What follows belongs to an exercise in optimizing a design on an open flow for small area and a short achievable clock period; a production flow would make more cautious choices.
Function was checked by simulation only, so behaviour that the tests miss may differ from the original.

==> flow/design.v <==
module mul16 (
	input  logic [15:0] a, b,
	output logic [31:0] p
);
	logic one0, two0, neg0;
	logic e1;
	logic e2;
	logic e3;
	logic e4;
	logic e5;
	logic e6;
	logic e7;
	logic e8;
	logic e9;
	logic e10;
	logic e11;
	logic e12;
	logic e13;
	logic e14;
	logic e15;
	logic e16;
	logic e17;
	logic ns18;
	logic one1, two1, neg1;
	logic e19;
	logic e20;
	logic e21;
	logic e22;
	logic e23;
	logic e24;
	logic e25;
	logic e26;
	logic e27;
	logic e28;
	logic e29;
	logic e30;
	logic e31;
	logic e32;
	logic e33;
	logic e34;
	logic e35;
	logic ns36;
	logic one2, two2, neg2;
	logic e37;
	logic e38;
	logic e39;
	logic e40;
	logic e41;
	logic e42;
	logic e43;
	logic e44;
	logic e45;
	logic e46;
	logic e47;
	logic e48;
	logic e49;
	logic e50;
	logic e51;
	logic e52;
	logic e53;
	logic ns54;
	logic one3, two3, neg3;
	logic e55;
	logic e56;
	logic e57;
	logic e58;
	logic e59;
	logic e60;
	logic e61;
	logic e62;
	logic e63;
	logic e64;
	logic e65;
	logic e66;
	logic e67;
	logic e68;
	logic e69;
	logic e70;
	logic e71;
	logic ns72;
	logic one4, two4, neg4;
	logic e73;
	logic e74;
	logic e75;
	logic e76;
	logic e77;
	logic e78;
	logic e79;
	logic e80;
	logic e81;
	logic e82;
	logic e83;
	logic e84;
	logic e85;
	logic e86;
	logic e87;
	logic e88;
	logic e89;
	logic ns90;
	logic one5, two5, neg5;
	logic e91;
	logic e92;
	logic e93;
	logic e94;
	logic e95;
	logic e96;
	logic e97;
	logic e98;
	logic e99;
	logic e100;
	logic e101;
	logic e102;
	logic e103;
	logic e104;
	logic e105;
	logic e106;
	logic e107;
	logic ns108;
	logic one6, two6, neg6;
	logic e109;
	logic e110;
	logic e111;
	logic e112;
	logic e113;
	logic e114;
	logic e115;
	logic e116;
	logic e117;
	logic e118;
	logic e119;
	logic e120;
	logic e121;
	logic e122;
	logic e123;
	logic e124;
	logic e125;
	logic ns126;
	logic one7, two7, neg7;
	logic e127;
	logic e128;
	logic e129;
	logic e130;
	logic e131;
	logic e132;
	logic e133;
	logic e134;
	logic e135;
	logic e136;
	logic e137;
	logic e138;
	logic e139;
	logic e140;
	logic e141;
	logic e142;
	logic e143;
	logic ns144;
	logic e145;
	logic e146;
	logic e147;
	logic e148;
	logic e149;
	logic e150;
	logic e151;
	logic e152;
	logic e153;
	logic e154;
	logic e155;
	logic e156;
	logic e157;
	logic e158;
	logic e159;
	logic e160;
	logic s161;
	logic c162;
	logic s163;
	logic c164;
	logic s165;
	logic c166;
	logic s167;
	logic c168;
	logic s169;
	logic c170;
	logic s171;
	logic c172;
	logic s173;
	logic c174;
	logic s175;
	logic c176;
	logic s177;
	logic c178;
	logic s179;
	logic c180;
	logic s181;
	logic c182;
	logic s183;
	logic c184;
	logic s185;
	logic c186;
	logic s187;
	logic c188;
	logic s189;
	logic c190;
	logic s191;
	logic c192;
	logic s193;
	logic c194;
	logic s195;
	logic c196;
	logic s197;
	logic c198;
	logic s199;
	logic c200;
	logic s201;
	logic c202;
	logic s203;
	logic c204;
	logic s205;
	logic c206;
	logic s207;
	logic c208;
	logic s209;
	logic c210;
	logic s211;
	logic c212;
	logic s213;
	logic c214;
	logic s215;
	logic c216;
	logic s217;
	logic c218;
	logic s219;
	logic c220;
	logic s221;
	logic c222;
	logic s223;
	logic c224;
	logic s225;
	logic c226;
	logic s227;
	logic c228;
	logic s229;
	logic c230;
	logic s231;
	logic c232;
	logic s233;
	logic c234;
	logic s235;
	logic c236;
	logic s237;
	logic c238;
	logic s239;
	logic c240;
	logic s241;
	logic c242;
	logic s243;
	logic c244;
	logic s245;
	logic c246;
	logic s247;
	logic c248;
	logic s249;
	logic c250;
	logic s251;
	logic c252;
	logic s253;
	logic c254;
	logic s255;
	logic c256;
	logic s257;
	logic c258;
	logic s259;
	logic c260;
	logic s261;
	logic c262;
	logic s263;
	logic c264;
	logic s265;
	logic c266;
	logic s267;
	logic c268;
	logic s269;
	logic c270;
	logic s271;
	logic c272;
	logic s273;
	logic c274;
	logic s275;
	logic c276;
	logic s277;
	logic c278;
	logic s279;
	logic c280;
	logic s281;
	logic c282;
	logic s283;
	logic c284;
	logic s285;
	logic c286;
	logic s287;
	logic c288;
	logic s289;
	logic c290;
	logic s291;
	logic c292;
	logic s293;
	logic c294;
	logic s295;
	logic c296;
	logic s297;
	logic c298;
	logic s299;
	logic c300;
	logic s301;
	logic c302;
	logic s303;
	logic c304;
	logic s305;
	logic c306;
	logic s307;
	logic c308;
	logic s309;
	logic c310;
	logic s311;
	logic c312;
	logic s313;
	logic c314;
	logic s315;
	logic c316;
	logic s317;
	logic c318;
	logic s319;
	logic c320;
	logic s321;
	logic c322;
	logic s323;
	logic c324;
	logic s325;
	logic c326;
	logic s327;
	logic c328;
	logic s329;
	logic c330;
	logic s331;
	logic c332;
	logic s333;
	logic c334;
	logic s335;
	logic c336;
	logic s337;
	logic c338;
	logic s339;
	logic c340;
	logic s341;
	logic c342;
	logic s343;
	logic c344;
	logic s345;
	logic c346;
	logic s347;
	logic c348;
	logic s349;
	logic c350;
	logic s351;
	logic c352;
	logic s353;
	logic c354;
	logic s355;
	logic c356;
	logic s357;
	logic c358;
	logic s359;
	logic c360;
	logic s361;
	logic c362;
	logic s363;
	logic c364;
	logic s365;
	logic c366;
	logic s367;
	logic c368;
	logic s369;
	logic c370;
	logic s371;
	logic c372;
	logic s373;
	logic c374;
	logic s375;
	logic c376;
	logic s377;
	logic c378;
	logic s379;
	logic c380;
	logic s381;
	logic c382;
	logic s383;
	logic c384;
	logic s385;
	logic c386;
	logic s387;
	logic c388;
	logic s389;
	logic c390;
	logic s391;
	logic c392;
	logic s393;
	logic c394;
	logic s395;
	logic c396;
	logic s397;
	logic c398;
	logic s399;
	logic c400;
	logic s401;
	logic c402;
	logic s403;
	logic c404;
	logic s405;
	logic c406;
	logic s407;
	logic c408;
	logic s409;
	logic c410;
	logic s411;
	logic c412;
	logic s413;
	logic c414;
	logic s415;
	logic c416;
	logic s417;
	logic c418;
	logic s419;
	logic c420;
	logic s421;
	logic c422;
	logic s423;
	logic c424;
	logic s425;
	logic c426;
	logic s427;
	logic c428;
	logic s429;
	logic c430;
	logic s431;
	logic c432;
	logic s433;
	logic c434;
	logic s435;
	logic c436;
	logic s437;
	logic c438;
	logic s439;
	logic c440;
	logic s441;
	logic c442;
	logic s443;
	logic c444;
	logic s445;
	logic c446;
	logic s447;
	logic c448;
	logic s449;
	logic c450;
	logic s451;
	logic c452;
	logic s453;
	logic c454;
	logic s455;
	logic c456;
	logic s457;
	logic c458;
	logic s459;
	logic c460;
	logic s461;
	logic c462;
	logic s463;
	logic c464;
	logic s465;
	logic c466;
	logic s467;
	logic c468;
	logic s469;
	logic c470;
	logic s471;
	logic c472;
	logic s473;
	logic c474;
	logic s475;
	logic c476;
	logic s477;
	logic c478;
	logic s479;
	logic c480;
	logic s481;
	logic c482;
	logic s483;
	logic c484;
	logic s485;
	logic c486;
	logic s487;
	logic c488;
	logic s489;
	logic c490;
	logic s491;
	logic c492;
	assign one0 = b[0] ^ 1'b0;
	assign two0 = (b[1] & ~b[0] & ~1'b0) | (~b[1] & b[0] & 1'b0);
	assign neg0 = b[1];
	assign e1 = ((one0 & a[0])) ^ neg0;
	assign e2 = ((one0 & a[1]) | (two0 & a[0])) ^ neg0;
	assign e3 = ((one0 & a[2]) | (two0 & a[1])) ^ neg0;
	assign e4 = ((one0 & a[3]) | (two0 & a[2])) ^ neg0;
	assign e5 = ((one0 & a[4]) | (two0 & a[3])) ^ neg0;
	assign e6 = ((one0 & a[5]) | (two0 & a[4])) ^ neg0;
	assign e7 = ((one0 & a[6]) | (two0 & a[5])) ^ neg0;
	assign e8 = ((one0 & a[7]) | (two0 & a[6])) ^ neg0;
	assign e9 = ((one0 & a[8]) | (two0 & a[7])) ^ neg0;
	assign e10 = ((one0 & a[9]) | (two0 & a[8])) ^ neg0;
	assign e11 = ((one0 & a[10]) | (two0 & a[9])) ^ neg0;
	assign e12 = ((one0 & a[11]) | (two0 & a[10])) ^ neg0;
	assign e13 = ((one0 & a[12]) | (two0 & a[11])) ^ neg0;
	assign e14 = ((one0 & a[13]) | (two0 & a[12])) ^ neg0;
	assign e15 = ((one0 & a[14]) | (two0 & a[13])) ^ neg0;
	assign e16 = ((one0 & a[15]) | (two0 & a[14])) ^ neg0;
	assign e17 = ((two0 & a[15])) ^ neg0;
	assign ns18 = ~neg0;
	assign one1 = b[2] ^ b[1];
	assign two1 = (b[3] & ~b[2] & ~b[1]) | (~b[3] & b[2] & b[1]);
	assign neg1 = b[3];
	assign e19 = ((one1 & a[0])) ^ neg1;
	assign e20 = ((one1 & a[1]) | (two1 & a[0])) ^ neg1;
	assign e21 = ((one1 & a[2]) | (two1 & a[1])) ^ neg1;
	assign e22 = ((one1 & a[3]) | (two1 & a[2])) ^ neg1;
	assign e23 = ((one1 & a[4]) | (two1 & a[3])) ^ neg1;
	assign e24 = ((one1 & a[5]) | (two1 & a[4])) ^ neg1;
	assign e25 = ((one1 & a[6]) | (two1 & a[5])) ^ neg1;
	assign e26 = ((one1 & a[7]) | (two1 & a[6])) ^ neg1;
	assign e27 = ((one1 & a[8]) | (two1 & a[7])) ^ neg1;
	assign e28 = ((one1 & a[9]) | (two1 & a[8])) ^ neg1;
	assign e29 = ((one1 & a[10]) | (two1 & a[9])) ^ neg1;
	assign e30 = ((one1 & a[11]) | (two1 & a[10])) ^ neg1;
	assign e31 = ((one1 & a[12]) | (two1 & a[11])) ^ neg1;
	assign e32 = ((one1 & a[13]) | (two1 & a[12])) ^ neg1;
	assign e33 = ((one1 & a[14]) | (two1 & a[13])) ^ neg1;
	assign e34 = ((one1 & a[15]) | (two1 & a[14])) ^ neg1;
	assign e35 = ((two1 & a[15])) ^ neg1;
	assign ns36 = ~neg1;
	assign one2 = b[4] ^ b[3];
	assign two2 = (b[5] & ~b[4] & ~b[3]) | (~b[5] & b[4] & b[3]);
	assign neg2 = b[5];
	assign e37 = ((one2 & a[0])) ^ neg2;
	assign e38 = ((one2 & a[1]) | (two2 & a[0])) ^ neg2;
	assign e39 = ((one2 & a[2]) | (two2 & a[1])) ^ neg2;
	assign e40 = ((one2 & a[3]) | (two2 & a[2])) ^ neg2;
	assign e41 = ((one2 & a[4]) | (two2 & a[3])) ^ neg2;
	assign e42 = ((one2 & a[5]) | (two2 & a[4])) ^ neg2;
	assign e43 = ((one2 & a[6]) | (two2 & a[5])) ^ neg2;
	assign e44 = ((one2 & a[7]) | (two2 & a[6])) ^ neg2;
	assign e45 = ((one2 & a[8]) | (two2 & a[7])) ^ neg2;
	assign e46 = ((one2 & a[9]) | (two2 & a[8])) ^ neg2;
	assign e47 = ((one2 & a[10]) | (two2 & a[9])) ^ neg2;
	assign e48 = ((one2 & a[11]) | (two2 & a[10])) ^ neg2;
	assign e49 = ((one2 & a[12]) | (two2 & a[11])) ^ neg2;
	assign e50 = ((one2 & a[13]) | (two2 & a[12])) ^ neg2;
	assign e51 = ((one2 & a[14]) | (two2 & a[13])) ^ neg2;
	assign e52 = ((one2 & a[15]) | (two2 & a[14])) ^ neg2;
	assign e53 = ((two2 & a[15])) ^ neg2;
	assign ns54 = ~neg2;
	assign one3 = b[6] ^ b[5];
	assign two3 = (b[7] & ~b[6] & ~b[5]) | (~b[7] & b[6] & b[5]);
	assign neg3 = b[7];
	assign e55 = ((one3 & a[0])) ^ neg3;
	assign e56 = ((one3 & a[1]) | (two3 & a[0])) ^ neg3;
	assign e57 = ((one3 & a[2]) | (two3 & a[1])) ^ neg3;
	assign e58 = ((one3 & a[3]) | (two3 & a[2])) ^ neg3;
	assign e59 = ((one3 & a[4]) | (two3 & a[3])) ^ neg3;
	assign e60 = ((one3 & a[5]) | (two3 & a[4])) ^ neg3;
	assign e61 = ((one3 & a[6]) | (two3 & a[5])) ^ neg3;
	assign e62 = ((one3 & a[7]) | (two3 & a[6])) ^ neg3;
	assign e63 = ((one3 & a[8]) | (two3 & a[7])) ^ neg3;
	assign e64 = ((one3 & a[9]) | (two3 & a[8])) ^ neg3;
	assign e65 = ((one3 & a[10]) | (two3 & a[9])) ^ neg3;
	assign e66 = ((one3 & a[11]) | (two3 & a[10])) ^ neg3;
	assign e67 = ((one3 & a[12]) | (two3 & a[11])) ^ neg3;
	assign e68 = ((one3 & a[13]) | (two3 & a[12])) ^ neg3;
	assign e69 = ((one3 & a[14]) | (two3 & a[13])) ^ neg3;
	assign e70 = ((one3 & a[15]) | (two3 & a[14])) ^ neg3;
	assign e71 = ((two3 & a[15])) ^ neg3;
	assign ns72 = ~neg3;
	assign one4 = b[8] ^ b[7];
	assign two4 = (b[9] & ~b[8] & ~b[7]) | (~b[9] & b[8] & b[7]);
	assign neg4 = b[9];
	assign e73 = ((one4 & a[0])) ^ neg4;
	assign e74 = ((one4 & a[1]) | (two4 & a[0])) ^ neg4;
	assign e75 = ((one4 & a[2]) | (two4 & a[1])) ^ neg4;
	assign e76 = ((one4 & a[3]) | (two4 & a[2])) ^ neg4;
	assign e77 = ((one4 & a[4]) | (two4 & a[3])) ^ neg4;
	assign e78 = ((one4 & a[5]) | (two4 & a[4])) ^ neg4;
	assign e79 = ((one4 & a[6]) | (two4 & a[5])) ^ neg4;
	assign e80 = ((one4 & a[7]) | (two4 & a[6])) ^ neg4;
	assign e81 = ((one4 & a[8]) | (two4 & a[7])) ^ neg4;
	assign e82 = ((one4 & a[9]) | (two4 & a[8])) ^ neg4;
	assign e83 = ((one4 & a[10]) | (two4 & a[9])) ^ neg4;
	assign e84 = ((one4 & a[11]) | (two4 & a[10])) ^ neg4;
	assign e85 = ((one4 & a[12]) | (two4 & a[11])) ^ neg4;
	assign e86 = ((one4 & a[13]) | (two4 & a[12])) ^ neg4;
	assign e87 = ((one4 & a[14]) | (two4 & a[13])) ^ neg4;
	assign e88 = ((one4 & a[15]) | (two4 & a[14])) ^ neg4;
	assign e89 = ((two4 & a[15])) ^ neg4;
	assign ns90 = ~neg4;
	assign one5 = b[10] ^ b[9];
	assign two5 = (b[11] & ~b[10] & ~b[9]) | (~b[11] & b[10] & b[9]);
	assign neg5 = b[11];
	assign e91 = ((one5 & a[0])) ^ neg5;
	assign e92 = ((one5 & a[1]) | (two5 & a[0])) ^ neg5;
	assign e93 = ((one5 & a[2]) | (two5 & a[1])) ^ neg5;
	assign e94 = ((one5 & a[3]) | (two5 & a[2])) ^ neg5;
	assign e95 = ((one5 & a[4]) | (two5 & a[3])) ^ neg5;
	assign e96 = ((one5 & a[5]) | (two5 & a[4])) ^ neg5;
	assign e97 = ((one5 & a[6]) | (two5 & a[5])) ^ neg5;
	assign e98 = ((one5 & a[7]) | (two5 & a[6])) ^ neg5;
	assign e99 = ((one5 & a[8]) | (two5 & a[7])) ^ neg5;
	assign e100 = ((one5 & a[9]) | (two5 & a[8])) ^ neg5;
	assign e101 = ((one5 & a[10]) | (two5 & a[9])) ^ neg5;
	assign e102 = ((one5 & a[11]) | (two5 & a[10])) ^ neg5;
	assign e103 = ((one5 & a[12]) | (two5 & a[11])) ^ neg5;
	assign e104 = ((one5 & a[13]) | (two5 & a[12])) ^ neg5;
	assign e105 = ((one5 & a[14]) | (two5 & a[13])) ^ neg5;
	assign e106 = ((one5 & a[15]) | (two5 & a[14])) ^ neg5;
	assign e107 = ((two5 & a[15])) ^ neg5;
	assign ns108 = ~neg5;
	assign one6 = b[12] ^ b[11];
	assign two6 = (b[13] & ~b[12] & ~b[11]) | (~b[13] & b[12] & b[11]);
	assign neg6 = b[13];
	assign e109 = ((one6 & a[0])) ^ neg6;
	assign e110 = ((one6 & a[1]) | (two6 & a[0])) ^ neg6;
	assign e111 = ((one6 & a[2]) | (two6 & a[1])) ^ neg6;
	assign e112 = ((one6 & a[3]) | (two6 & a[2])) ^ neg6;
	assign e113 = ((one6 & a[4]) | (two6 & a[3])) ^ neg6;
	assign e114 = ((one6 & a[5]) | (two6 & a[4])) ^ neg6;
	assign e115 = ((one6 & a[6]) | (two6 & a[5])) ^ neg6;
	assign e116 = ((one6 & a[7]) | (two6 & a[6])) ^ neg6;
	assign e117 = ((one6 & a[8]) | (two6 & a[7])) ^ neg6;
	assign e118 = ((one6 & a[9]) | (two6 & a[8])) ^ neg6;
	assign e119 = ((one6 & a[10]) | (two6 & a[9])) ^ neg6;
	assign e120 = ((one6 & a[11]) | (two6 & a[10])) ^ neg6;
	assign e121 = ((one6 & a[12]) | (two6 & a[11])) ^ neg6;
	assign e122 = ((one6 & a[13]) | (two6 & a[12])) ^ neg6;
	assign e123 = ((one6 & a[14]) | (two6 & a[13])) ^ neg6;
	assign e124 = ((one6 & a[15]) | (two6 & a[14])) ^ neg6;
	assign e125 = ((two6 & a[15])) ^ neg6;
	assign ns126 = ~neg6;
	assign one7 = b[14] ^ b[13];
	assign two7 = (b[15] & ~b[14] & ~b[13]) | (~b[15] & b[14] & b[13]);
	assign neg7 = b[15];
	assign e127 = ((one7 & a[0])) ^ neg7;
	assign e128 = ((one7 & a[1]) | (two7 & a[0])) ^ neg7;
	assign e129 = ((one7 & a[2]) | (two7 & a[1])) ^ neg7;
	assign e130 = ((one7 & a[3]) | (two7 & a[2])) ^ neg7;
	assign e131 = ((one7 & a[4]) | (two7 & a[3])) ^ neg7;
	assign e132 = ((one7 & a[5]) | (two7 & a[4])) ^ neg7;
	assign e133 = ((one7 & a[6]) | (two7 & a[5])) ^ neg7;
	assign e134 = ((one7 & a[7]) | (two7 & a[6])) ^ neg7;
	assign e135 = ((one7 & a[8]) | (two7 & a[7])) ^ neg7;
	assign e136 = ((one7 & a[9]) | (two7 & a[8])) ^ neg7;
	assign e137 = ((one7 & a[10]) | (two7 & a[9])) ^ neg7;
	assign e138 = ((one7 & a[11]) | (two7 & a[10])) ^ neg7;
	assign e139 = ((one7 & a[12]) | (two7 & a[11])) ^ neg7;
	assign e140 = ((one7 & a[13]) | (two7 & a[12])) ^ neg7;
	assign e141 = ((one7 & a[14]) | (two7 & a[13])) ^ neg7;
	assign e142 = ((one7 & a[15]) | (two7 & a[14])) ^ neg7;
	assign e143 = ((two7 & a[15])) ^ neg7;
	assign ns144 = ~neg7;
	assign e145 = a[0] & b[15];
	assign e146 = a[1] & b[15];
	assign e147 = a[2] & b[15];
	assign e148 = a[3] & b[15];
	assign e149 = a[4] & b[15];
	assign e150 = a[5] & b[15];
	assign e151 = a[6] & b[15];
	assign e152 = a[7] & b[15];
	assign e153 = a[8] & b[15];
	assign e154 = a[9] & b[15];
	assign e155 = a[10] & b[15];
	assign e156 = a[11] & b[15];
	assign e157 = a[12] & b[15];
	assign e158 = a[13] & b[15];
	assign e159 = a[14] & b[15];
	assign e160 = a[15] & b[15];
	assign s161 = ns18 ^ e34;
	assign c162 = ns18 & e34;
	assign s163 = e35 ^ e51;
	assign c164 = e35 & e51;
	assign s165 = e11 ^ e27;
	assign c166 = e11 & e27;
	assign s167 = e12 ^ e28;
	assign c168 = e12 & e28;
	assign s169 = e13 ^ e29 ^ e45;
	assign c170 = (e13 & e29) | (e13 & e45) | (e29 & e45);
	assign s171 = e61 ^ e77;
	assign c172 = e61 & e77;
	assign s173 = e14 ^ e30 ^ e46;
	assign c174 = (e14 & e30) | (e14 & e46) | (e30 & e46);
	assign s175 = e62 ^ e78;
	assign c176 = e62 & e78;
	assign s177 = e15 ^ e31 ^ e47;
	assign c178 = (e15 & e31) | (e15 & e47) | (e31 & e47);
	assign s179 = e63 ^ e79 ^ e95;
	assign c180 = (e63 & e79) | (e63 & e95) | (e79 & e95);
	assign s181 = e111 ^ e127;
	assign c182 = e111 & e127;
	assign s183 = e16 ^ e32 ^ e48;
	assign c184 = (e16 & e32) | (e16 & e48) | (e32 & e48);
	assign s185 = e64 ^ e80 ^ e96;
	assign c186 = (e64 & e80) | (e64 & e96) | (e80 & e96);
	assign s187 = e112 ^ e128;
	assign c188 = e112 & e128;
	assign s189 = e17 ^ e33 ^ e49;
	assign c190 = (e17 & e33) | (e17 & e49) | (e33 & e49);
	assign s191 = e65 ^ e81 ^ e97;
	assign c192 = (e65 & e81) | (e65 & e97) | (e81 & e97);
	assign s193 = e113 ^ e129 ^ e145;
	assign c194 = (e113 & e129) | (e113 & e145) | (e129 & e145);
	assign s195 = s161 ^ e50 ^ e66;
	assign c196 = (s161 & e50) | (s161 & e66) | (e50 & e66);
	assign s197 = e82 ^ e98 ^ e114;
	assign c198 = (e82 & e98) | (e82 & e114) | (e98 & e114);
	assign s199 = e130 ^ e146 ^ 1'b1;
	assign c200 = (e130 & e146) | (e130 & 1'b1) | (e146 & 1'b1);
	assign s201 = c162 ^ s163 ^ e67;
	assign c202 = (c162 & s163) | (c162 & e67) | (s163 & e67);
	assign s203 = e83 ^ e99 ^ e115;
	assign c204 = (e83 & e99) | (e83 & e115) | (e99 & e115);
	assign s205 = e131 ^ e147 ^ 1'b1;
	assign c206 = (e131 & e147) | (e131 & 1'b1) | (e147 & 1'b1);
	assign s207 = c164 ^ ns36 ^ e52;
	assign c208 = (c164 & ns36) | (c164 & e52) | (ns36 & e52);
	assign s209 = e68 ^ e84 ^ e100;
	assign c210 = (e68 & e84) | (e68 & e100) | (e84 & e100);
	assign s211 = e116 ^ e132 ^ e148;
	assign c212 = (e116 & e132) | (e116 & e148) | (e132 & e148);
	assign s213 = e53 ^ e69 ^ e85;
	assign c214 = (e53 & e69) | (e53 & e85) | (e69 & e85);
	assign s215 = e101 ^ e117 ^ e133;
	assign c216 = (e101 & e117) | (e101 & e133) | (e117 & e133);
	assign s217 = e149 ^ 1'b1;
	assign c218 = e149 & 1'b1;
	assign s219 = ns54 ^ e70 ^ e86;
	assign c220 = (ns54 & e70) | (ns54 & e86) | (e70 & e86);
	assign s221 = e102 ^ e118 ^ e134;
	assign c222 = (e102 & e118) | (e102 & e134) | (e118 & e134);
	assign s223 = e71 ^ e87 ^ e103;
	assign c224 = (e71 & e87) | (e71 & e103) | (e87 & e103);
	assign s225 = e119 ^ e135;
	assign c226 = e119 & e135;
	assign s227 = ns72 ^ e88 ^ e104;
	assign c228 = (ns72 & e88) | (ns72 & e104) | (e88 & e104);
	assign s229 = e89 ^ e105;
	assign c230 = e89 & e105;
	assign s231 = e7 ^ e23;
	assign c232 = e7 & e23;
	assign s233 = e8 ^ e24;
	assign c234 = e8 & e24;
	assign s235 = e9 ^ e25 ^ e41;
	assign c236 = (e9 & e25) | (e9 & e41) | (e25 & e41);
	assign s237 = e57 ^ e73;
	assign c238 = e57 & e73;
	assign s239 = e10 ^ e26 ^ e42;
	assign c240 = (e10 & e26) | (e10 & e42) | (e26 & e42);
	assign s241 = e58 ^ e74;
	assign c242 = e58 & e74;
	assign s243 = s165 ^ e43 ^ e59;
	assign c244 = (s165 & e43) | (s165 & e59) | (e43 & e59);
	assign s245 = e75 ^ e91 ^ neg5;
	assign c246 = (e75 & e91) | (e75 & neg5) | (e91 & neg5);
	assign s247 = c166 ^ s167 ^ e44;
	assign c248 = (c166 & s167) | (c166 & e44) | (s167 & e44);
	assign s249 = e60 ^ e76 ^ e92;
	assign c250 = (e60 & e76) | (e60 & e92) | (e76 & e92);
	assign s251 = c168 ^ s169 ^ s171;
	assign c252 = (c168 & s169) | (c168 & s171) | (s169 & s171);
	assign s253 = e93 ^ e109 ^ neg6;
	assign c254 = (e93 & e109) | (e93 & neg6) | (e109 & neg6);
	assign s255 = c170 ^ c172 ^ s173;
	assign c256 = (c170 & c172) | (c170 & s173) | (c172 & s173);
	assign s257 = s175 ^ e94 ^ e110;
	assign c258 = (s175 & e94) | (s175 & e110) | (e94 & e110);
	assign s259 = c174 ^ c176 ^ s177;
	assign c260 = (c174 & c176) | (c174 & s177) | (c176 & s177);
	assign s261 = s179 ^ s181 ^ neg7;
	assign c262 = (s179 & s181) | (s179 & neg7) | (s181 & neg7);
	assign s263 = c178 ^ c180 ^ c182;
	assign c264 = (c178 & c180) | (c178 & c182) | (c180 & c182);
	assign s265 = s183 ^ s185 ^ s187;
	assign c266 = (s183 & s185) | (s183 & s187) | (s185 & s187);
	assign s267 = c184 ^ c186 ^ c188;
	assign c268 = (c184 & c186) | (c184 & c188) | (c186 & c188);
	assign s269 = s189 ^ s191 ^ s193;
	assign c270 = (s189 & s191) | (s189 & s193) | (s191 & s193);
	assign s271 = c190 ^ c192 ^ c194;
	assign c272 = (c190 & c192) | (c190 & c194) | (c192 & c194);
	assign s273 = s195 ^ s197 ^ s199;
	assign c274 = (s195 & s197) | (s195 & s199) | (s197 & s199);
	assign s275 = c196 ^ c198 ^ c200;
	assign c276 = (c196 & c198) | (c196 & c200) | (c198 & c200);
	assign s277 = s201 ^ s203 ^ s205;
	assign c278 = (s201 & s203) | (s201 & s205) | (s203 & s205);
	assign s279 = c202 ^ c204 ^ c206;
	assign c280 = (c202 & c204) | (c202 & c206) | (c204 & c206);
	assign s281 = s207 ^ s209 ^ s211;
	assign c282 = (s207 & s209) | (s207 & s211) | (s209 & s211);
	assign s283 = c208 ^ c210 ^ c212;
	assign c284 = (c208 & c210) | (c208 & c212) | (c210 & c212);
	assign s285 = s213 ^ s215 ^ s217;
	assign c286 = (s213 & s215) | (s213 & s217) | (s215 & s217);
	assign s287 = c214 ^ c216 ^ c218;
	assign c288 = (c214 & c216) | (c214 & c218) | (c216 & c218);
	assign s289 = s219 ^ s221 ^ e150;
	assign c290 = (s219 & s221) | (s219 & e150) | (s221 & e150);
	assign s291 = c220 ^ c222 ^ s223;
	assign c292 = (c220 & c222) | (c220 & s223) | (c222 & s223);
	assign s293 = s225 ^ e151 ^ 1'b1;
	assign c294 = (s225 & e151) | (s225 & 1'b1) | (e151 & 1'b1);
	assign s295 = c224 ^ c226 ^ s227;
	assign c296 = (c224 & c226) | (c224 & s227) | (c226 & s227);
	assign s297 = e120 ^ e136 ^ e152;
	assign c298 = (e120 & e136) | (e120 & e152) | (e136 & e152);
	assign s299 = c228 ^ s229 ^ e121;
	assign c300 = (c228 & s229) | (c228 & e121) | (s229 & e121);
	assign s301 = e137 ^ e153 ^ 1'b1;
	assign c302 = (e137 & e153) | (e137 & 1'b1) | (e153 & 1'b1);
	assign s303 = c230 ^ ns90 ^ e106;
	assign c304 = (c230 & ns90) | (c230 & e106) | (ns90 & e106);
	assign s305 = e122 ^ e138 ^ e154;
	assign c306 = (e122 & e138) | (e122 & e154) | (e138 & e154);
	assign s307 = e107 ^ e123 ^ e139;
	assign c308 = (e107 & e123) | (e107 & e139) | (e123 & e139);
	assign s309 = e155 ^ 1'b1;
	assign c310 = e155 & 1'b1;
	assign s311 = ns108 ^ e124 ^ e140;
	assign c312 = (ns108 & e124) | (ns108 & e140) | (e124 & e140);
	assign s313 = e125 ^ e141;
	assign c314 = e125 & e141;
	assign s315 = e5 ^ e21;
	assign c316 = e5 & e21;
	assign s317 = e6 ^ e22;
	assign c318 = e6 & e22;
	assign s319 = s231 ^ e39 ^ e55;
	assign c320 = (s231 & e39) | (s231 & e55) | (e39 & e55);
	assign s321 = c232 ^ s233 ^ e40;
	assign c322 = (c232 & s233) | (c232 & e40) | (s233 & e40);
	assign s323 = c234 ^ s235 ^ s237;
	assign c324 = (c234 & s235) | (c234 & s237) | (s235 & s237);
	assign s325 = c236 ^ c238 ^ s239;
	assign c326 = (c236 & c238) | (c236 & s239) | (c238 & s239);
	assign s327 = c240 ^ c242 ^ s243;
	assign c328 = (c240 & c242) | (c240 & s243) | (c242 & s243);
	assign s329 = c244 ^ c246 ^ s247;
	assign c330 = (c244 & c246) | (c244 & s247) | (c246 & s247);
	assign s331 = c248 ^ c250 ^ s251;
	assign c332 = (c248 & c250) | (c248 & s251) | (c250 & s251);
	assign s333 = c252 ^ c254 ^ s255;
	assign c334 = (c252 & c254) | (c252 & s255) | (c254 & s255);
	assign s335 = c256 ^ c258 ^ s259;
	assign c336 = (c256 & c258) | (c256 & s259) | (c258 & s259);
	assign s337 = c260 ^ c262 ^ s263;
	assign c338 = (c260 & c262) | (c260 & s263) | (c262 & s263);
	assign s339 = c264 ^ c266 ^ s267;
	assign c340 = (c264 & c266) | (c264 & s267) | (c266 & s267);
	assign s341 = c268 ^ c270 ^ s271;
	assign c342 = (c268 & c270) | (c268 & s271) | (c270 & s271);
	assign s343 = c272 ^ c274 ^ s275;
	assign c344 = (c272 & c274) | (c272 & s275) | (c274 & s275);
	assign s345 = c276 ^ c278 ^ s279;
	assign c346 = (c276 & c278) | (c276 & s279) | (c278 & s279);
	assign s347 = c280 ^ c282 ^ s283;
	assign c348 = (c280 & c282) | (c280 & s283) | (c282 & s283);
	assign s349 = c284 ^ c286 ^ s287;
	assign c350 = (c284 & c286) | (c284 & s287) | (c286 & s287);
	assign s351 = c288 ^ c290 ^ s291;
	assign c352 = (c288 & c290) | (c288 & s291) | (c290 & s291);
	assign s353 = c292 ^ c294 ^ s295;
	assign c354 = (c292 & c294) | (c292 & s295) | (c294 & s295);
	assign s355 = c296 ^ c298 ^ s299;
	assign c356 = (c296 & c298) | (c296 & s299) | (c298 & s299);
	assign s357 = c300 ^ c302 ^ s303;
	assign c358 = (c300 & c302) | (c300 & s303) | (c302 & s303);
	assign s359 = c304 ^ c306 ^ s307;
	assign c360 = (c304 & c306) | (c304 & s307) | (c306 & s307);
	assign s361 = c308 ^ c310 ^ s311;
	assign c362 = (c308 & c310) | (c308 & s311) | (c310 & s311);
	assign s363 = c312 ^ s313 ^ e157;
	assign c364 = (c312 & s313) | (c312 & e157) | (s313 & e157);
	assign s365 = c314 ^ ns126 ^ e142;
	assign c366 = (c314 & ns126) | (c314 & e142) | (ns126 & e142);
	assign s367 = e143 ^ e159;
	assign c368 = e143 & e159;
	assign s369 = e3 ^ e19;
	assign c370 = e3 & e19;
	assign s371 = e4 ^ e20;
	assign c372 = e4 & e20;
	assign s373 = s315 ^ e37 ^ neg2;
	assign c374 = (s315 & e37) | (s315 & neg2) | (e37 & neg2);
	assign s375 = c316 ^ s317 ^ e38;
	assign c376 = (c316 & s317) | (c316 & e38) | (s317 & e38);
	assign s377 = c318 ^ s319 ^ neg3;
	assign c378 = (c318 & s319) | (c318 & neg3) | (s319 & neg3);
	assign s379 = c320 ^ s321 ^ e56;
	assign c380 = (c320 & s321) | (c320 & e56) | (s321 & e56);
	assign s381 = c322 ^ s323 ^ neg4;
	assign c382 = (c322 & s323) | (c322 & neg4) | (s323 & neg4);
	assign s383 = c324 ^ s325 ^ s241;
	assign c384 = (c324 & s325) | (c324 & s241) | (s325 & s241);
	assign s385 = c326 ^ s327 ^ s245;
	assign c386 = (c326 & s327) | (c326 & s245) | (s327 & s245);
	assign s387 = c328 ^ s329 ^ s249;
	assign c388 = (c328 & s329) | (c328 & s249) | (s329 & s249);
	assign s389 = c330 ^ s331 ^ s253;
	assign c390 = (c330 & s331) | (c330 & s253) | (s331 & s253);
	assign s391 = c332 ^ s333 ^ s257;
	assign c392 = (c332 & s333) | (c332 & s257) | (s333 & s257);
	assign s393 = c334 ^ s335 ^ s261;
	assign c394 = (c334 & s335) | (c334 & s261) | (s335 & s261);
	assign s395 = c336 ^ s337 ^ s265;
	assign c396 = (c336 & s337) | (c336 & s265) | (s337 & s265);
	assign s397 = c338 ^ s339 ^ s269;
	assign c398 = (c338 & s339) | (c338 & s269) | (s339 & s269);
	assign s399 = c340 ^ s341 ^ s273;
	assign c400 = (c340 & s341) | (c340 & s273) | (s341 & s273);
	assign s401 = c342 ^ s343 ^ s277;
	assign c402 = (c342 & s343) | (c342 & s277) | (s343 & s277);
	assign s403 = c344 ^ s345 ^ s281;
	assign c404 = (c344 & s345) | (c344 & s281) | (s345 & s281);
	assign s405 = c346 ^ s347 ^ s285;
	assign c406 = (c346 & s347) | (c346 & s285) | (s347 & s285);
	assign s407 = c348 ^ s349 ^ s289;
	assign c408 = (c348 & s349) | (c348 & s289) | (s349 & s289);
	assign s409 = c350 ^ s351 ^ s293;
	assign c410 = (c350 & s351) | (c350 & s293) | (s351 & s293);
	assign s411 = c352 ^ s353 ^ s297;
	assign c412 = (c352 & s353) | (c352 & s297) | (s353 & s297);
	assign s413 = c354 ^ s355 ^ s301;
	assign c414 = (c354 & s355) | (c354 & s301) | (s355 & s301);
	assign s415 = c356 ^ s357 ^ s305;
	assign c416 = (c356 & s357) | (c356 & s305) | (s357 & s305);
	assign s417 = c358 ^ s359 ^ s309;
	assign c418 = (c358 & s359) | (c358 & s309) | (s359 & s309);
	assign s419 = c360 ^ s361 ^ e156;
	assign c420 = (c360 & s361) | (c360 & e156) | (s361 & e156);
	assign s421 = c362 ^ s363 ^ 1'b1;
	assign c422 = (c362 & s363) | (c362 & 1'b1) | (s363 & 1'b1);
	assign s423 = c364 ^ s365 ^ e158;
	assign c424 = (c364 & s365) | (c364 & e158) | (s365 & e158);
	assign s425 = c366 ^ s367 ^ 1'b1;
	assign c426 = (c366 & s367) | (c366 & 1'b1) | (s367 & 1'b1);
	assign s427 = c368 ^ ns144 ^ e160;
	assign c428 = (c368 & ns144) | (c368 & e160) | (ns144 & e160);
	assign s429 = e1 ^ neg0;
	assign c430 = e1 & neg0;
	assign s431 = e2 ^ c430;
	assign c432 = e2 & c430;
	assign s433 = s369 ^ neg1 ^ c432;
	assign c434 = (s369 & neg1) | (s369 & c432) | (neg1 & c432);
	assign s435 = c370 ^ s371 ^ c434;
	assign c436 = (c370 & s371) | (c370 & c434) | (s371 & c434);
	assign s437 = c372 ^ s373 ^ c436;
	assign c438 = (c372 & s373) | (c372 & c436) | (s373 & c436);
	assign s439 = c374 ^ s375 ^ c438;
	assign c440 = (c374 & s375) | (c374 & c438) | (s375 & c438);
	assign s441 = c376 ^ s377 ^ c440;
	assign c442 = (c376 & s377) | (c376 & c440) | (s377 & c440);
	assign s443 = c378 ^ s379 ^ c442;
	assign c444 = (c378 & s379) | (c378 & c442) | (s379 & c442);
	assign s445 = c380 ^ s381 ^ c444;
	assign c446 = (c380 & s381) | (c380 & c444) | (s381 & c444);
	assign s447 = c382 ^ s383 ^ c446;
	assign c448 = (c382 & s383) | (c382 & c446) | (s383 & c446);
	assign s449 = c384 ^ s385 ^ c448;
	assign c450 = (c384 & s385) | (c384 & c448) | (s385 & c448);
	assign s451 = c386 ^ s387 ^ c450;
	assign c452 = (c386 & s387) | (c386 & c450) | (s387 & c450);
	assign s453 = c388 ^ s389 ^ c452;
	assign c454 = (c388 & s389) | (c388 & c452) | (s389 & c452);
	assign s455 = c390 ^ s391 ^ c454;
	assign c456 = (c390 & s391) | (c390 & c454) | (s391 & c454);
	assign s457 = c392 ^ s393 ^ c456;
	assign c458 = (c392 & s393) | (c392 & c456) | (s393 & c456);
	assign s459 = c394 ^ s395 ^ c458;
	assign c460 = (c394 & s395) | (c394 & c458) | (s395 & c458);
	assign s461 = c396 ^ s397 ^ c460;
	assign c462 = (c396 & s397) | (c396 & c460) | (s397 & c460);
	assign s463 = c398 ^ s399 ^ c462;
	assign c464 = (c398 & s399) | (c398 & c462) | (s399 & c462);
	assign s465 = c400 ^ s401 ^ c464;
	assign c466 = (c400 & s401) | (c400 & c464) | (s401 & c464);
	assign s467 = c402 ^ s403 ^ c466;
	assign c468 = (c402 & s403) | (c402 & c466) | (s403 & c466);
	assign s469 = c404 ^ s405 ^ c468;
	assign c470 = (c404 & s405) | (c404 & c468) | (s405 & c468);
	assign s471 = c406 ^ s407 ^ c470;
	assign c472 = (c406 & s407) | (c406 & c470) | (s407 & c470);
	assign s473 = c408 ^ s409 ^ c472;
	assign c474 = (c408 & s409) | (c408 & c472) | (s409 & c472);
	assign s475 = c410 ^ s411 ^ c474;
	assign c476 = (c410 & s411) | (c410 & c474) | (s411 & c474);
	assign s477 = c412 ^ s413 ^ c476;
	assign c478 = (c412 & s413) | (c412 & c476) | (s413 & c476);
	assign s479 = c414 ^ s415 ^ c478;
	assign c480 = (c414 & s415) | (c414 & c478) | (s415 & c478);
	assign s481 = c416 ^ s417 ^ c480;
	assign c482 = (c416 & s417) | (c416 & c480) | (s417 & c480);
	assign s483 = c418 ^ s419 ^ c482;
	assign c484 = (c418 & s419) | (c418 & c482) | (s419 & c482);
	assign s485 = c420 ^ s421 ^ c484;
	assign c486 = (c420 & s421) | (c420 & c484) | (s421 & c484);
	assign s487 = c422 ^ s423 ^ c486;
	assign c488 = (c422 & s423) | (c422 & c486) | (s423 & c486);
	assign s489 = c424 ^ s425 ^ c488;
	assign c490 = (c424 & s425) | (c424 & c488) | (s425 & c488);
	assign s491 = c426 ^ s427 ^ c490;
	assign c492 = (c426 & s427) | (c426 & c490) | (s427 & c490);
	assign p[0] = s429;
	assign p[1] = s431;
	assign p[2] = s433;
	assign p[3] = s435;
	assign p[4] = s437;
	assign p[5] = s439;
	assign p[6] = s441;
	assign p[7] = s443;
	assign p[8] = s445;
	assign p[9] = s447;
	assign p[10] = s449;
	assign p[11] = s451;
	assign p[12] = s453;
	assign p[13] = s455;
	assign p[14] = s457;
	assign p[15] = s459;
	assign p[16] = s461;
	assign p[17] = s463;
	assign p[18] = s465;
	assign p[19] = s467;
	assign p[20] = s469;
	assign p[21] = s471;
	assign p[22] = s473;
	assign p[23] = s475;
	assign p[24] = s477;
	assign p[25] = s479;
	assign p[26] = s481;
	assign p[27] = s483;
	assign p[28] = s485;
	assign p[29] = s487;
	assign p[30] = s489;
	assign p[31] = s491;
endmodule
module div_steps #(parameter int JHI = 15, parameter int JLO = 0) (
	input  logic [15:0]      r_in,
	input  logic [JHI:JLO]   a,
	input  logic [15:0]      b,
	output logic [15:0]      r_out,
	output logic [JHI:JLO]   q
);
	logic [15:0] rr [JLO:JHI+1];
	assign rr[JHI+1] = r_in;
	for (genvar j = JHI; j >= JLO; j--) begin : st
		localparam int W = 16 - j;
		logic [W-1:0] t, d;
		logic         bo, hz;
		if (W == 1) begin : w1
			assign t = a[j];
		end else begin : wn
			assign t = {rr[j+1][W-2:0], a[j]};
		end
		assign {bo, d} = {1'b0, t} - {1'b0, b[W-1:0]};
		if (W == 16) begin : hz16
			assign hz = 1'b1;
		end else begin : hzn
			assign hz = ~|b[15:W];
		end
		assign q[j] = hz & ~bo;
		if (W == 16) begin : o16
			assign rr[j] = q[j] ? d : t;
		end else begin : on
			assign rr[j] = {{(16-W){1'b0}}, q[j] ? d : t};
		end
	end
	assign r_out = rr[JLO];
endmodule
module pr2_cpu(
	input  logic        clk,
	input  logic        rst,
	output logic [5:0]  pc,
	input  logic [17:0] instr,
	output logic [4:0]  dmem_addr,
	output logic [15:0] dmem_wdata,
	output logic        dmem_we,
	input  logic [15:0] dmem_rdata,
	input  logic        init_en,
	input  logic [3:0]  init_addr,
	input  logic [3:0]  init_data,
	input  logic [3:0]  dbg_addr,
	output logic [15:0] dbg_data
	);
	localparam int DK = 7;    
	logic [5:0] op;
	logic [3:0] rs, rt, rd;
	assign op = instr[17:12];
	assign rs = instr[11:8];
	assign rt = instr[7:4];
	assign rd = instr[3:0];
	logic cJ, cB1, cB2, cM, cI, cR, jump;
	assign cJ  = (op[5:1] == 5'b00000);    
	assign cB1 = (op[5:1] == 5'b00001);    
	assign cB2 = (op[5:2] == 4'b0001);     
	assign cM  = (op[5:3] == 3'b001);      
	assign cI  = (op[5:4] == 2'b01);       
	assign cR  = op[5];                    
	assign jump = cJ | (op[5:2] == 4'b1000);
	logic [15:0] regs [16];
	logic [15:0] RD1, RD2, WD;
	logic [3:0]  WA;
	assign RD1 = regs[rs];
	assign RD2 = regs[rt];
	assign dbg_data = regs[dbg_addr];
	for (genvar k = 0; k < 16; k++) begin : rf
		always_ff @(posedge clk)
			if (WA == k) regs[k] <= WD;
	end
	logic [15:0] SignImm, ZeroImm, CompImm, opb;
	assign SignImm = {{12{rd[3]}}, rd};
	assign ZeroImm = {12'b0, rd};
	assign CompImm = op[1] ? (op[0] ? {~rd, 12'hFFF} : {8'b0, rd, 4'b0}) : {4'b0, rd, 8'b0};
	assign opb = cR ? RD2 : ((op[2] & cI) ? ((op[3] | (op[0] & op[1])) ? CompImm : ZeroImm) : SignImm);
	logic [3:0]  F;
	logic [15:0] g, sum, lg, alu_out;
	logic        cout, ovs, slt;
	assign F = (op[3] & op[2]) ? 4'b0101 : op[3:0];
	assign g = F[1] ? ~opb : opb;
	assign {cout, sum} = {1'b0, RD1} + {1'b0, g} + {16'b0, F[1]};
	assign ovs = (sum[15] ^ RD1[15]) & ~(RD1[15] ^ g[15]);
	assign slt = F[0] ? ~cout : (ovs ? cout : sum[15]);
	always_comb
		case (F[1:0])
			2'b00: lg = RD1 & opb;
			2'b01: lg = RD1 | opb;
			2'b10: lg = RD1 ^ opb;
			default: lg = ~(RD1 | opb);
		endcase
	assign alu_out = F[2] ? lg : (F[3] ? {15'b0, slt} : sum);
	logic [15:0] sh_in, sh_r, sh_out, sh_s0, sh_s1, sh_s2;
	logic        sh_left, sh_fill;
	assign sh_left = (op[1:0] == 2'b00);
	assign sh_fill = op[1] & RD2[15];
	for (genvar i = 0; i < 16; i++) begin : rv
		assign sh_in[i] = sh_left ? RD2[15-i] : RD2[i];
		assign sh_out[i] = sh_left ? sh_r[15-i] : sh_r[i];
	end
	assign sh_s0 = RD1[0] ? {sh_fill, sh_in[15:1]} : sh_in;
	assign sh_s1 = RD1[1] ? {{2{sh_fill}}, sh_s0[15:2]} : sh_s0;
	assign sh_s2 = RD1[2] ? {{4{sh_fill}}, sh_s1[15:4]} : sh_s1;
	assign sh_r  = RD1[3] ? {{8{sh_fill}}, sh_s2[15:8]} : sh_s2;
	localparam logic [1:0] MD_RES = 2'd0, MD_MUL = 2'd1, MD_DIV = 2'd2;
	logic [1:0]  mode;
	logic [15:0] hr, lr, xr;
	logic [15:0] fH, fL, mH, mL, dR, dQl;
	logic [31:0] prod;
	mul16 mul (.a(hr), .b(lr), .p(prod));
	div_steps #(.JHI(15-DK), .JLO(0)) div2 (
		.r_in(hr), .a(lr[15:DK]), .b(xr), .r_out(dR), .q(dQl[15-DK:0]));
	assign dQl[15:16-DK] = lr[DK-1:0];
	always_comb
		case (mode)
			MD_MUL: begin fH = prod[31:16]; fL = prod[15:0]; end
			MD_DIV: begin fH = dR; fL = dQl; end
			default: begin fH = hr; fL = lr; end
		endcase
	logic [15:0] d1R;
	logic [15:16-DK] d1Q;
	div_steps #(.JHI(15), .JLO(16-DK)) div1 (
		.r_in(16'b0), .a(RD1[15:16-DK]), .b(RD2), .r_out(d1R), .q(d1Q));
	always_ff @(posedge clk) begin
		if (op[2]) begin
			if (op[0]) begin
				mode <= MD_RES; hr <= RD1; lr <= RD1;
			end else if (op[1]) begin
				mode <= MD_DIV; hr <= d1R; lr <= {RD1[15-DK:0], d1Q}; xr <= RD2;
			end else begin
				mode <= MD_MUL; hr <= RD1; lr <= RD2;
			end
		end else if (op[0]) begin
			mode <= MD_RES;
			if (op[1]) begin hr <= fH; lr <= RD1; end
			else       begin hr <= RD1; lr <= fL; end
		end
	end
	logic [15:0] mul_out;
	assign mul_out = op[1] ? fL : fH;
	logic [15:0] R_out;
	always_comb
		if (cI | (cR & op[4]))       R_out = alu_out;
		else if (cR & ~op[3])        R_out = sh_out;
		else if (cR)                 R_out = mul_out;
		else                         R_out = 16'b0;
	logic [5:0]  addr6;
	logic [15:0] MOut, ld, bsel;
	assign addr6 = RD1[5:0] + SignImm[5:0];
	assign MOut = dmem_rdata;
	assign dmem_addr = addr6[5:1];
	assign dmem_we = op[2] & cM;
	assign dmem_wdata = op[0] ? RD2 : (addr6[0] ? {RD2[7:0], MOut[15:8]} : {MOut[15:8], RD2[7:0]});
	assign bsel = addr6[0] ? {8'b0, MOut[15:8]} : {8'b0, MOut[7:0]};
	assign ld = op[0] ? MOut : {{8{bsel[7] & ~op[1]}}, bsel[7:0]};
	logic [5:0] pc1, pc_next;
	logic       taken, eq, lez;
	assign pc1 = pc + 6'd1;
	assign eq  = (RD1 == RD2);
	assign lez = RD1[15] | (RD1 == 16'b0);
	assign taken = (cB1 & (op[0] ^ RD1[15])) |
	               (cB2 & (op[0] ^ (op[1] ? lez : eq)));
	assign pc_next = taken ? (pc1 + SignImm[5:0]) : (jump ? (cR ? RD1[5:0] : instr[5:0]) : pc1);
	always_ff @(posedge clk)
		if (rst) pc <= 6'd0;
		else if (!init_en) pc <= pc_next;
	always_comb begin
		if (init_en) begin
			WA = init_addr;
			WD = {12'b0, init_data};
		end else begin
			WA = jump ? 4'd15 : (cR ? rd : rt);
			WD = cM ? ld : ((jump & op[0]) ? {10'b0, pc1} : R_out);
		end
	end
endmodule
==> flow/flow/run.sh <==
#!/bin/bash
# Standard layout (the standard flow's synthesis, clock and constraints) with two changes
# to how the layout is optimised:
#  - timing repair is asked to leave extra setup slack, so the resizer keeps
#    improving paths beyond what the 42 ns clock requires;
#  - the input/output port buffers are buf_2 instead of the default choice.
set -euo pipefail
bash standard.sh SETUP_SLACK_MARGIN=22 "BUFFER_PORTS_ARGS=-buffer_cell sky130_fd_sc_hd__buf_2" finish > orfs_flow.log 2>&1
==> flow/standard.sh <==
#!/bin/bash
# synth_recipe.tcl (not shown) runs the flow's synth.tcl, then flattens the netlist and writes it again
# the make line also repeats each setting of config.mk as NAME=value (left out here)
make -C /OpenROAD-flow-scripts/flow DESIGN_CONFIG=/design/flow/config.mk WORK_HOME=/design/flow/orfs CLKGATE_MAP_FILE= SYNTH_SCRIPT=/design/flow/synth_recipe.tcl "${@:-finish}"
==> flow/config.mk <==
export PLATFORM = sky130hd
export DESIGN_NAME = pr2_cpu
export DESIGN_NICKNAME = pr2_cpu
export VERILOG_FILES = /design/flow/design.v
export SDC_FILE = /design/flow/constraint.sdc
export NUM_CORES = 4
export LEC_CHECK = 0
export ABC_AREA = 1
export CAP_MARGIN = 5
export CORE_MARGIN = 2
export CORE_UTILIZATION = 40
export CTS_BUF_LIST = sky130_fd_sc_hd__clkbuf_8
export CTS_CLUSTER_SIZE = 30
export SLEW_MARGIN = 5
==> flow/constraint.sdc <==
create_clock -name core_clock -period 42.0 [get_ports {clk}]
set_input_delay 8.4000 -clock core_clock [delete_from_list [all_inputs] [get_ports {clk}]]
set_output_delay 8.4000 -clock core_clock [all_outputs]
set_load 0.01 [all_outputs]
==> results of run 1 <==
==> worst paths after layout <==
check / end / slack, ns / depth (start not counted)
setup / recovery: dbg_data[14] / 22.03 / 9
setup reg to reg: regs[0][0] / 23.50 / 103
hold / removal: pc[2] / 0.63 / 2
hold reg to reg: pc[2] / 0.63 / 2
==> cells in the final DEF (no fill, tap or decap), types with 11 or more instances in the layout <==
| cell type | count |
|---|---|
| sky130_fd_sc_hd__nand2_1 | 1056 |
| sky130_fd_sc_hd__o211ai_1 | 30 |
| sky130_fd_sc_hd__o2111ai_1 | 38 |
| sky130_fd_sc_hd__o22ai_1 | 251 |
| sky130_fd_sc_hd__o21bai_1 | 14 |
| sky130_fd_sc_hd__nor2_4 | 11 |
| sky130_fd_sc_hd__nand4_1 | 39 |
| sky130_fd_sc_hd__a221oi_1 | 41 |
| sky130_fd_sc_hd__a31oi_1 | 29 |
| sky130_fd_sc_hd__fa_1 | 146 |
| sky130_fd_sc_hd__a21oi_1 | 217 |
| sky130_fd_sc_hd__nor3_1 | 40 |
| sky130_fd_sc_hd__nand2_4 | 16 |
| sky130_fd_sc_hd__clkbuf_8 | 52 |
| sky130_fd_sc_hd__buf_4 | 155 |
| sky130_fd_sc_hd__o21ai_2 | 15 |
| sky130_fd_sc_hd__xor2_1 | 222 |
| sky130_fd_sc_hd__o221ai_1 | 47 |
| sky130_fd_sc_hd__buf_2 | 88 |
| sky130_fd_sc_hd__nor4_1 | 16 |
| sky130_fd_sc_hd__clkinv_2 | 15 |
| sky130_fd_sc_hd__nand3_1 | 283 |
| sky130_fd_sc_hd__inv_1 | 641 |
| sky130_fd_sc_hd__clkinvlp_4 | 12 |
| sky130_fd_sc_hd__a2111oi_0 | 16 |
| sky130_fd_sc_hd__nor2_2 | 18 |
| sky130_fd_sc_hd__clkinv_1 | 32 |
| sky130_fd_sc_hd__ha_1 | 221 |
| sky130_fd_sc_hd__nor2_1 | 240 |
| sky130_fd_sc_hd__and2_1 | 15 |
| sky130_fd_sc_hd__o21ai_1 | 55 |
| sky130_fd_sc_hd__xnor2_1 | 43 |
| sky130_fd_sc_hd__o21ai_0 | 289 |
| sky130_fd_sc_hd__edfxtp_1 | 306 |
| sky130_fd_sc_hd__a211oi_1 | 24 |
| sky130_fd_sc_hd__nand2_2 | 28 |
| sky130_fd_sc_hd__inv_2 | 28 |
==> registers in the layout, indices dropped and copies added, names as in the netlist <==
name	flops
lr	16
mode	2
pc	6
xr	16
regs	256
hr	16
==> worst min-delay path: stages, from the launching register on <==
cell                       delay (ns)
sky130_fd_sc_hd__dfxtp_1         0.38
sky130_fd_sc_hd__o21bai_1        0.16
sky130_fd_sc_hd__nor2_1          0.04
==> cell type report <==
class | instances | share of cell area, %
Clock buffer | 52 | 1.83
Inverter | 699 | 6.84
Tap cell | 1155 | 3.69
Multi-Input combinational cell | 3543 | 58.2
Timing Repair Buffer | 258 | 4.67
Clock inverter | 46 | 1.01
Timing Repair inverter | 1 | 0.0128
Sequential cell | 312 | 23.7
==> per-layer routing <==
metal / share of wire, % / GRT usage, % / routed length (microns) / vias to the layer above
met4: 5.0 / 14.5 / 7770 / 2
met3: 10 / 5.52 / 16300 / 410
met2: 43 / 51.6 / 66900 / 2288
met1: 42 / 47.2 / 64700 / 17500
li1: - / - / - / 16500
met5: 0.0083 / 0 / 13 / -
==> kinds of logic (layout without fill, tap and decap cells) <==
family,count (synthesis),after routing,share of synthesized area (%)
xor+xnor,265,265,6.64
simple gates,1794,1795,21.4
buf+inv,869,1056,9.49
compound gates,1114,1114,19.5
fa+ha+maj,369,369,16.3
flops,312,312,26.6
==> timing repair <==
action | in CTS | in global routing
gates resized for setup | 66 | 90
pin swaps | 10 | 15
endpoints found under the setup margin | 290 | 287
cloned | 2 | 1
hold buffers | 0 | 0
setup buffers | 23 | 32
hold endpoints to repair | 0 | 0
==> stage by stage <==
stage	util, %	worst slack (ns)	std cells	hold WS (ns)
after global placement	42.7	20.45	5910	0.583
after CTS	44.5	21.98	6033	0.614
after global routing	45.2	22.01	6066	0.634
after floorplan	-	22.51	4723	0.584
final	45.2	22.03	6066	0.627
after detailed placement	42.7	20.44	5910	0.602
==> results.txt, run 1 <==
Finish:
- The fill cell total of the finished layout is 9034.
- The number of diodes added for antenna fixing is 0.
- The final net count is 5284.
- The share of layout cells above drive strength 1 is 10.4%.
- The final design instance area without fill is 39200 sq um.
- The area taken by multi-input logic gates is 22800 sq um.
- The area growth from synthesis to layout is 12.1%.
- Registers take 9310 sq um.

Routing:
- The count of antenna-violating nets left after detailed routing is 0.
- The first detailed-routing pass ran for 8 iterations.
- After detailed routing, the number of remaining DRC violations is 0.
- Across all layers, the routed design uses 36700 vias.
- The first-iteration detailed-routing DRC count is 4893.
- After detailed routing, the average wire length per cell comes to 25.7 microns.
- Using the TritonRoute via totals, the vias-per-cell ratio works out to 6.04.
- The post-detailed-routing wire length is 156000 microns.

Synthesis:
- Summed over all instances, the cell type with the most area after synthesis is sky130_fd_sc_hd__edfxtp_1.
- The sequential-to-total area share from yosys stat is 26.6%.
- The register bit count reported by yosys is 312.
- In this run the biggest area consumer among cell types represents 26.3% of the synthesized area.
- For this run, asynchronously set or reset flops after synthesis account for 0%.
- The number of nets handed over by synthesis was 5140.
- For this run, the leading register cell type out of synthesis is sky130_fd_sc_hd__edfxtp_1.
- The synthesized area is 35000 sq um.
- By area the synthesized netlist is led by sky130_fd_sc_hd__edfxtp_1, sky130_fd_sc_hd__nand2_1, sky130_fd_sc_hd__fa_1.
- The gate count of the mapped netlist is 4723.
- The library cell with the highest instance count after synthesis is sky130_fd_sc_hd__nand2_1.
- A synthesized cell averages 7.40 sq um.
- The Yosys step of the flow raised 6 warnings.
- In this run, synthesis inferred 306 flip-flops with an integrated enable.
- By count the netlist is led by sky130_fd_sc_hd__nand2_1, sky130_fd_sc_hd__inv_1, sky130_fd_sc_hd__edfxtp_1.
- The distinct cell type count after synthesis is 55.

Critical path:
- The buffering stage count on the worst path with inverters included is 4.
- Grouping stages by cell kind, the critical path spends the most delay in simple AND/OR/NAND/NOR gates.
- The signal on the critical path passes through buf_2 > nor2_1 > inv_1 > nor2_1 > clkinvlp_4 > o221ai_1 > a2111oi_0 > o211ai_1 > buf_2.
- The worst endpoint required time is 33.60 ns.
- The kind of end point of the critical path is an output pin.
- The slowest stage of the critical path belongs to the cell sky130_fd_sc_hd__nor2_1.
- By startpoint and endpoint, the worst setup path is classified as in -> out.
- The launching element of the worst setup path is dbg_addr[3].
- The data arrival time of the critical path is 11.57 ns.
- In this design, the stage delay of the slowest critical-path cell is 0.73 ns.
- In this run the worst path has a maximum fanout of 10.
- STA classifies the critical path startpoint as a primary input.
- The worst register-to-register path begins at lr[15].

Timing:
- The final critical path time including I/O delays and setup is 19.97 ns.
- The clock tree skew after final layout is 0.0944 ns.
- Headroom to the max-slew limit came out at 22.9%.
- Setup repair after global routing left no endpoint under its margin.
- The final setup violation count is 0.
- The highest achievable clock rate is 50.1 MHz.
- The total negative slack for setup checks is 0 ns.
- The final critical path takes up 47.6% of the cycle.
- The total count of hold-check failures in the final report is 0.
- At the pin with the least slew margin, the transition time is 1.13 ns.
- The count of final max-slew check failures was 0.

GRT:
- The initial antenna violation count is 4.
- The global-route wire length before repair is 227000 microns.
- Global routing used 33.8% of the available tracks across all layers.
- The total congestion overflow after global routing is 0.
- The pin count of the biggest net entering global routing is 41.
- The number of global-route vias before repair came to 34500.

Placed design:
- In this run the cell area measured after placement is 37000 sq um.
- The congestion estimate from routability-driven global placement came to 0.996.
- The number of buffers added on ports is 92.
- The half-perimeter wire length after detailed placement is 118000 microns.

Clocking:
- The total CTS buffers is 52.
- The buffer cell driving the clock tree root is sky130_fd_sc_hd__clkbuf_8.
- The level count of the clock H-tree is 2.
- The clock drives 312 sinks.
- The number of buffers on the longest clock path is 3.
- The clock-pin slew of the registers on the worst-case setup and hold paths is 0.07 ns.
- The insertion delay to the later sink of the worst-skew pair is 0.72 ns.
- The clock tree from TritonCTS is built.

Die:
- The die is 300 microns tall.
- The standard cell core area is 86800 sq um.
- The number of primary I/O pins is 93.
- In this run the core area contains 108 standard-cell rows.
- The die covers 89800 sq um.
- In this run the horizontal extent of the chip is 300 microns.
- Once the floorplan was initialized, standard cells occupied 40.3% of the core.

Outcome:
- The run finished with no timing, DRC or antenna violations.

Job:
- Across the run, the number of max-cap violations was 0.

Worst hold path:
- In this run the most critical hold path is launched from pc[2].
- The tightest min-delay check is of the reg -> reg type.
==> inputs of run 2 (changes only) <==
--- a/flow/config.mk
+++ b/flow/config.mk
@@ -7,8 +7,8 @@
 export LEC_CHECK = 0
 export ABC_AREA = 1
-export CAP_MARGIN = 5
+export CAP_MARGIN = 20
 export CORE_MARGIN = 2
-export CORE_UTILIZATION = 40
+export CORE_UTILIZATION = 55
 export CTS_BUF_LIST = sky130_fd_sc_hd__clkbuf_8
-export CTS_CLUSTER_SIZE = 30
-export SLEW_MARGIN = 5
+export PLACE_DENSITY = 0.7
+export SLEW_MARGIN = 20
==> run 2 against run 1 <==
Against the previous run:
- synthesized cell count unchanged
- global-route usage up 10 points
- cell count down 5.4%
- core utilization up 16 points
- non-clock buffer count down 6
- hold slack worse by 0.030 ns
- sequential cell count unchanged
- critical endpoint is now dmem_addr[4]
- highest routed layer unchanged
==> results.txt, run 2 <==
Placed design:
- The global placer's final weighted congestion was 1.11 (+12%).
- The instance area at placement is 36600 sq um (-1.1%).
- The number of buffers added on ports came to 92 (unchanged).

Die:
- The die width is 256 microns (-15%).
- The starting utilization of the core area is 55.5% (+15 points).
- The floorplan die area is 65600 sq um (-27%).
- The standard cell core area was 63000 sq um (-27%).
- The number of primary I/O pins is 93 (unchanged).
- The die height is 256 microns (-15%).

Synthesis:
- The synthesized area is 35000 sq um (unchanged).
- The proportion of synthesized flip-flops having asynchronous set or reset is 0% (unchanged).
- The synthesized area divided by synthesized cell count is 7.40 sq um (unchanged).
- The gate count of the mapped netlist is 4723 (unchanged).
- Sorting the synthesized cells by area gives the leading types as sky130_fd_sc_hd__edfxtp_1, sky130_fd_sc_hd__nand2_1, sky130_fd_sc_hd__fa_1.
- The sequential-to-total area share from yosys stat is 26.6% (unchanged).
- The register bit count reported by yosys came to 312 (unchanged).
- The biggest area contributor in the post-synthesis netlist is sky130_fd_sc_hd__edfxtp_1.
- The number of warning messages in the yosys log is 6 (unchanged).
- For this run, the leading register cell type out of synthesis is sky130_fd_sc_hd__edfxtp_1.
- The number of nets in the synthesized netlist came to 5140 (unchanged).

Routing:
- The count of antenna-violating nets left after detailed routing is 0 (unchanged).
- The number of vias after detailed routing is 37200 (+1.5%).
- The detail-routed via count per cell came to 6.48 (+7.3%).
- The number of detailed-routing iterations run before antenna repair is 9 (+1).
- The first-iteration detailed-routing DRC count is 5806 (+19%).
- The post-detailed-routing wire length came to 149000 microns (-4.6%).

Timing:
- The measured slew at the worst slew-check pin is 1.10 ns (-0.0239 ns).
- The total count of hold-check failures in the final report came to 0 (unchanged).
- The highest achievable clock rate is 50.0 MHz (about the same).
- The headroom to the max-slew limit came to 24.6% (+1.6 points).
- The count of final max-slew check failures is 0 (unchanged).
- Setup repair after global routing could not meet its margin everywhere.
- The total negative slack for setup checks is 0 ns (unchanged).
- The final setup violation count is 0 (unchanged).
- The clock tree skew after final layout is 0.0760 ns (-0.0184 ns).

Clocking:
- The insertion delay to the later sink of the worst-skew pair is 0.68 ns (-0.04 ns).
- The level count of the clock H-tree is 2 (unchanged).
- The number of buffers on the longest clock path is 3 (unchanged).
- TritonCTS built the clock tree.
- The total CTS buffers is 48 (-7.7%).
- The clock-pin slew of the registers on the worst-case setup and hold paths is 0.06 ns (about the same).

Finish:
- The final net count came to 5273 (-0.21%).
- The share of layout cells above drive strength 1 is 10.3% (-0.098 points).
- The library cell used most frequently in the layout, excluding fill and tap cells, is sky130_fd_sc_hd__nand2_1.
- The top register by number of flip-flops is regs.
- The library cells used most frequently in the layout, excluding fill and tap cells, are sky130_fd_sc_hd__nand2_1, sky130_fd_sc_hd__inv_1, sky130_fd_sc_hd__edfxtp_1.
- The final design instance area without fill is 38700 sq um (-1.3%).
- The flip-flop count of the largest register, all copies and words added is 256 (unchanged).

GRT:
- The total congestion overflow after global routing was 0 (unchanged).
- The initial antenna violation count is 5 (+1).
- The pin count of the biggest net entering global routing is 41 (unchanged).
- The aggregate global-route resource usage was 44.2% (+10 points).
- The number of global-route vias before repair is 34700 (+0.75%).

Worst hold path:
- The hold path startpoint is pc[3].

Critical path:
- The depth of the worst register-to-register path is 102 (-0.97%).
- The worst setup path category is in -> out.
- The worst endpoint required time is 33.60 ns (about the same).
- The worst setup path is captured at an output pin.
- The worst flop-to-flop path startpoint is lr[15].
- The capture point of the critical path is dmem_addr[4].
- The element type at the critical path start is a primary input.
- The reg2reg setup slack is 23.90 ns (+0.40 ns).

Outcome:
- The run finished with no timing, DRC or antenna violations.
[run 2: cell families after synthesis]
family                     Yosys count  synth area share [%]
and+or+nand+nor                   1794                  21.4
DFF                                312                  26.6
xor gates and xnor gates           265                  6.64
adders and majority gates          369                  16.3
buffers and inverters              869                  9.49
AOI/OAI and AO/OA                 1114                  19.5
[run 2: repair_timing]
action	in CTS	in global routing
hold buffers	0	0
pin swaps	6	16
gates cloned	2	0
gates resized for setup	53	113
setup endpoints to repair	29	292
endpoints found under the hold margin	0	0
setup buffers	25	27
[run 2: critical path, cell delays in order]
cell and delay, ns:
sky130_fd_sc_hd__clkbuf_4 0.16, sky130_fd_sc_hd__inv_2 0.08, sky130_fd_sc_hd__nor2_2 0.07, sky130_fd_sc_hd__nand2_4 0.09
sky130_fd_sc_hd__buf_4 0.17, sky130_fd_sc_hd__o21ai_0 0.24, sky130_fd_sc_hd__a221oi_1 0.46, sky130_fd_sc_hd__nand4_1 0.34
sky130_fd_sc_hd__o21ai_4 0.26, sky130_fd_sc_hd__clkinvlp_4 0.26, sky130_fd_sc_hd__ha_1 0.36, sky130_fd_sc_hd__a21oi_2 0.15
sky130_fd_sc_hd__xor2_1 0.20, sky130_fd_sc_hd__xnor2_1 0.14, sky130_fd_sc_hd__inv_1 0.05, sky130_fd_sc_hd__buf_2 0.13
[run 2: routing by layer]
metal / track usage, % / part of all wire [%] / wire, microns
met2: 67.0 / 42 / 62900
met4: 28.5 / 8.2 / 12200
met3: 10.3 / 13 / 18800
met5: 0 / 0.043 / 64
met1: 56.7 / 37 / 54700
[run 2: area by class of cell]
class	count	area, sq um
multi-input cells	3542	22900
repair inverters	1	5.00
clock buffers	49	674
diodes	2	5.00
inverters	699	2690
fillers	5937	24300
well taps	846	1060
flip-flops and latches	312	9310
repair buffers	252	1760
clock inverters	35	309
[run 2: worst min path at each step]
stage	depth (start not counted)	slack [ns]	endpoint
floorplan	4	0.58	pc[4]
global placement	4	0.57	pc[4]
detailed placement	2	0.59	pc[2]
CTS	2	0.59	pc[2]
global route	4	0.65	pc[3]
finish	4	0.60	pc[3]
[run 2: stage by stage]
step	instances	hold slack [ns]	util [%]	worst slack (ns)
floorplan	4723	0.584	-	22.51
global placement	5596	0.574	58.1	20.64
detailed placement	5598	0.586	58.2	20.60
CTS	5709	0.594	60.4	21.94
global route	5737	0.648	61.5	21.86
finish	5738	0.597	61.5	22.02

## what the ideal ports hide
In the flow no input, the clock included, has a driving cell. The finished layouts below were timed again as built, in two steps.
Step 1 sets driving cells, clkbuf_16 on the clock port and buf_2 on the other inputs (assumed; they add their load-dependent delay and slew).
Step 2 also shifts input and output timing later by t, the mid clock arrival at the registers, as if the neighbouring blocks saw the same clock.
a / b / c = ideal ports / drivers / drivers and shift; a / b = the first two.
run | t (ns) | setup slack, ns | worst hold slack (ns) | worst setup path at the end | worst register clock-pin slew, ns
run 1 | 0.729 | 22.028 / 22.006 / 22.006 | 0.627 / 0.627 / 0.627 | input to output | 0.08 / 0.08
run 2 | 0.699 | 22.016 / 21.980 / 21.875 | 0.597 / 0.597 / 0.597 | input to register | 0.08 / 0.08
After both steps setup and hold are still met in every run listed. The setup slack of run 2, which loses most, moves by -0.036 ns with the drivers and by -0.141 ns with both steps.
